This is an optimization exercise on Yosys and OpenROAD, whose aim is small area, not a production implementation.
Function was checked by simulation only, so behaviour that the tests miss may differ from the original.
No activity file was given, so power comes from the tool's default toggle rates.

Setup of the previous run:
Design uart_ctrl, start of the top module:
module uart_ctrl #(
  parameter int unsigned UartDataWidth  = 8,
  parameter int unsigned BusDataWidth   = 32,
  parameter int unsigned FifoDepth      = 16,
  parameter int unsigned ClockFrequency = 50_000_000,
  parameter int unsigned OverSampleRate = 16
) (
  input  logic                    clk_i,
  input  logic                    rst_i,
  input  logic                    rxd_i,
  input  logic                    bus_wr_en_i,
  input  logic [BusDataWidth-1:0] bus_addr_i,
  input  logic [BusDataWidth-1:0] bus_wdata_i,
  output logic                    txd_o,
  output logic [BusDataWidth-1:0] bus_rdata_o
);
Size in the first run: about 960 cells after synthesis, ~330 flip-flops, roughly 10000 um2 of cells after synthesis.
clock: 20.0 ns
lec_check: 0
cap_margin: 20
core_margin: 2
core_utilization: 40
slew_margin: 20
standard.sh (not shown) runs the stock make flow with config.mk's settings and CLKGATE_MAP_FILE= SYNTH_SCRIPT=/design/flow/synth_recipe.tcl, a recipe that flattens the netlist after the stock synthesis.
==> flow/flow/run.sh <==
#!/bin/bash
# Layout flow: the standard ORFS flow (standard.sh) with these changes:
#  - synthesis: the standard flow's own synthesis script (synth_recipe.tcl, unchanged) but
#    ABC maps the logic for area (strash; dc2; dch -f; amap with 3 area-flow and 10 exact-area passes) instead of
#    ORFS's speed script (which buffers and upsizes at synthesis), and no
#    separate adder extraction; registers are mapped exactly as in the
#    standard synthesis;
#  - one tie cell drives all constant outputs (no tie fan-out repair);
#  - port buffers are buf_1 cells;
#  - after placement repair, a power-recovery pass of repair_timing downsizes
#    cells on paths with slack (flow/recover.tcl);
#  - clock tree synthesis without dummy loads, clkbuf_4 clusters of up to 10
#    sinks.
# Each step's full output goes to the ORFS logs under orfs/logs/; make's own
# output goes to flow_make.log in the work folder.
set -euo pipefail
W=$(pwd)
cat > "$W/flow_synth.tcl" <<EOT
proc abc {args} {
  set keep {}
  set skip 0
  foreach a \$args {
    if {\$skip} { set skip 0; continue }
    if {\$a eq "-script" || \$a eq "-constr"} { set skip 1; continue }
    lappend keep \$a
  }
  yosys abc -script {+strash;dc2;dch,-f;amap,-F,3,-A,10} {*}\$keep
}
source $W/synth_recipe.tcl
EOT
CTS="-sink_clustering_enable -repair_clock_nets -dont_use_dummy_load -sink_clustering_size 10 -sink_clustering_max_diameter 40 -buf_list sky130_fd_sc_hd__clkbuf_4"
bash "$W/standard.sh" \
  "SYNTH_SCRIPT=$W/flow_synth.tcl" \
  "ADDER_MAP_FILE=" \
  "SKIP_REPAIR_TIE_FANOUT=1" \
  "CTS_ARGS=$CTS" \
  "BUFFER_PORTS_ARGS=-buffer_cell sky130_fd_sc_hd__buf_1" \
  "POST_RESIZE_TCL=$W/flow/recover.tcl" \
  finish > "$W/flow_make.log" 2>&1
==> flow/flow/recover.tcl <==
puts "AREA before recover: [rsz::design_area]"
repair_timing -recover_power 100 -verbose
puts "AREA after recover: [rsz::design_area]"
## Diff of input files: the current run against the previous run
--- a/flow/flow/run.sh
+++ b/flow/flow/run.sh
@@ -2,5 +2,5 @@
 # Layout flow: the standard ORFS flow (standard.sh) with these changes:
 #  - synthesis: the standard flow's own synthesis script (synth_recipe.tcl, unchanged) but
-#    ABC maps the logic for area (strash; dc2; dch -f; amap with 3 area-flow and 10 exact-area passes) instead of
+#    ABC maps the logic for area (strash; dc2; dch -f; amap) instead of
 #    ORFS's speed script (which buffers and upsizes at synthesis), and no
 #    separate adder extraction; registers are mapped exactly as in the
@@ -25,5 +25,5 @@
     lappend keep \$a
   }
-  yosys abc -script {+strash;dc2;dch,-f;amap,-F,3,-A,10} {*}\$keep
+  yosys abc -script {+strash;dc2;dch,-f;amap} {*}\$keep
 }
 source $W/synth_recipe.tcl
Results
- The previous run and the current run all finish clean.
- Higher combinational power was reported by the current run, not the previous run.
- Diff the previous run -> the current run | violation count after the first detailed-routing iteration | increase of about 3.2%
- [diff] power, the current run relative to the previous run: regression

========
Another version of the RTL of uart_ctrl (not shown whole).
Size in the first run: ~330 flip-flops, about 12,000 um2 of cells after synthesis.
Settings: LEC_CHECK=0, CAP_MARGIN=20, CORE_MARGIN=2, CORE_UTILIZATION=40, CTS_BUF_LIST=sky130_fd_sc_hd__clkbuf_8, CTS_CLUSTER_DIAMETER=60, CTS_CLUSTER_SIZE=20, SLEW_MARGIN=20; clock period 20.0 ns.
run.sh (not shown) runs the stock make flow with config.mk's settings and CLKGATE_MAP_FILE= SYNTH_SCRIPT=/design/flow/synth_recipe.tcl, a recipe that flattens the netlist after the stock synthesis.
Stock flow here: none of the scripts above is used.
The baseline ran to the end with no violations.
Rerun with:
CTS_CLUSTER_DIAMETER = 50   (was 60)
CTS_CLUSTER_SIZE = 15   (was 20)
Result: Cell area came out higher by 0.85%; fmax stays flat; sequential power stays flat; cell count increases by 0.48%; synthesized cell count is unchanged; routed wire length came out higher by 0.36%; register-to-register slack stays flat; worst hold slack is better by 0.0048 ns; combinational power barely changes.

## what the ideal ports hide
The flow's constraints put no driver on any port. The routed layouts listed below were extracted and timed again, unchanged, in two steps. Step 1: set_driving_cell puts a clkbuf_16 on clk_i and a buf_2 on each other input, an assumption about the parent block. Step 2 adds t to the input delays and takes it off the output delays; t is the mean of the earliest and latest rising clock arrival at the registers after step 1. Input paths then give back, and output paths get back, about the clock's delay inside the block. Three values: ideal, step 1, step 2; two values: the first two.
| run | shift t [ns] | slack for setup (ns) | hold WS [ns] | worst setup path after step 2 | worst register clock-pin slew, ns |
|---|---|---|---|---|---|
| the previous run | 0.679 | 10.370 / 10.340 / 10.340 | 0.273 / 0.273 / 0.273 | input to output | 0.11 / 0.11 |
| the current run | 0.654 | 10.221 / 10.197 / 10.197 | 0.284 / 0.284 / 0.284 | input to output | 0.11 / 0.11 |
| the first run of note 2 | 0.633 | 9.617 / 9.596 / 9.596 | 0.340 / 0.340 / 0.340 | input to output | 0.12 / 0.12 |
| the second run of note 2 | 0.633 | 9.600 / 9.579 / 9.579 | 0.345 / 0.345 / 0.345 | input to output | 0.10 / 0.10 |
After both steps setup and hold are still met in every run listed. For the previous run, which loses most, drivers alone change the setup slack by -0.030 ns; drivers and shift together by -0.030 ns.
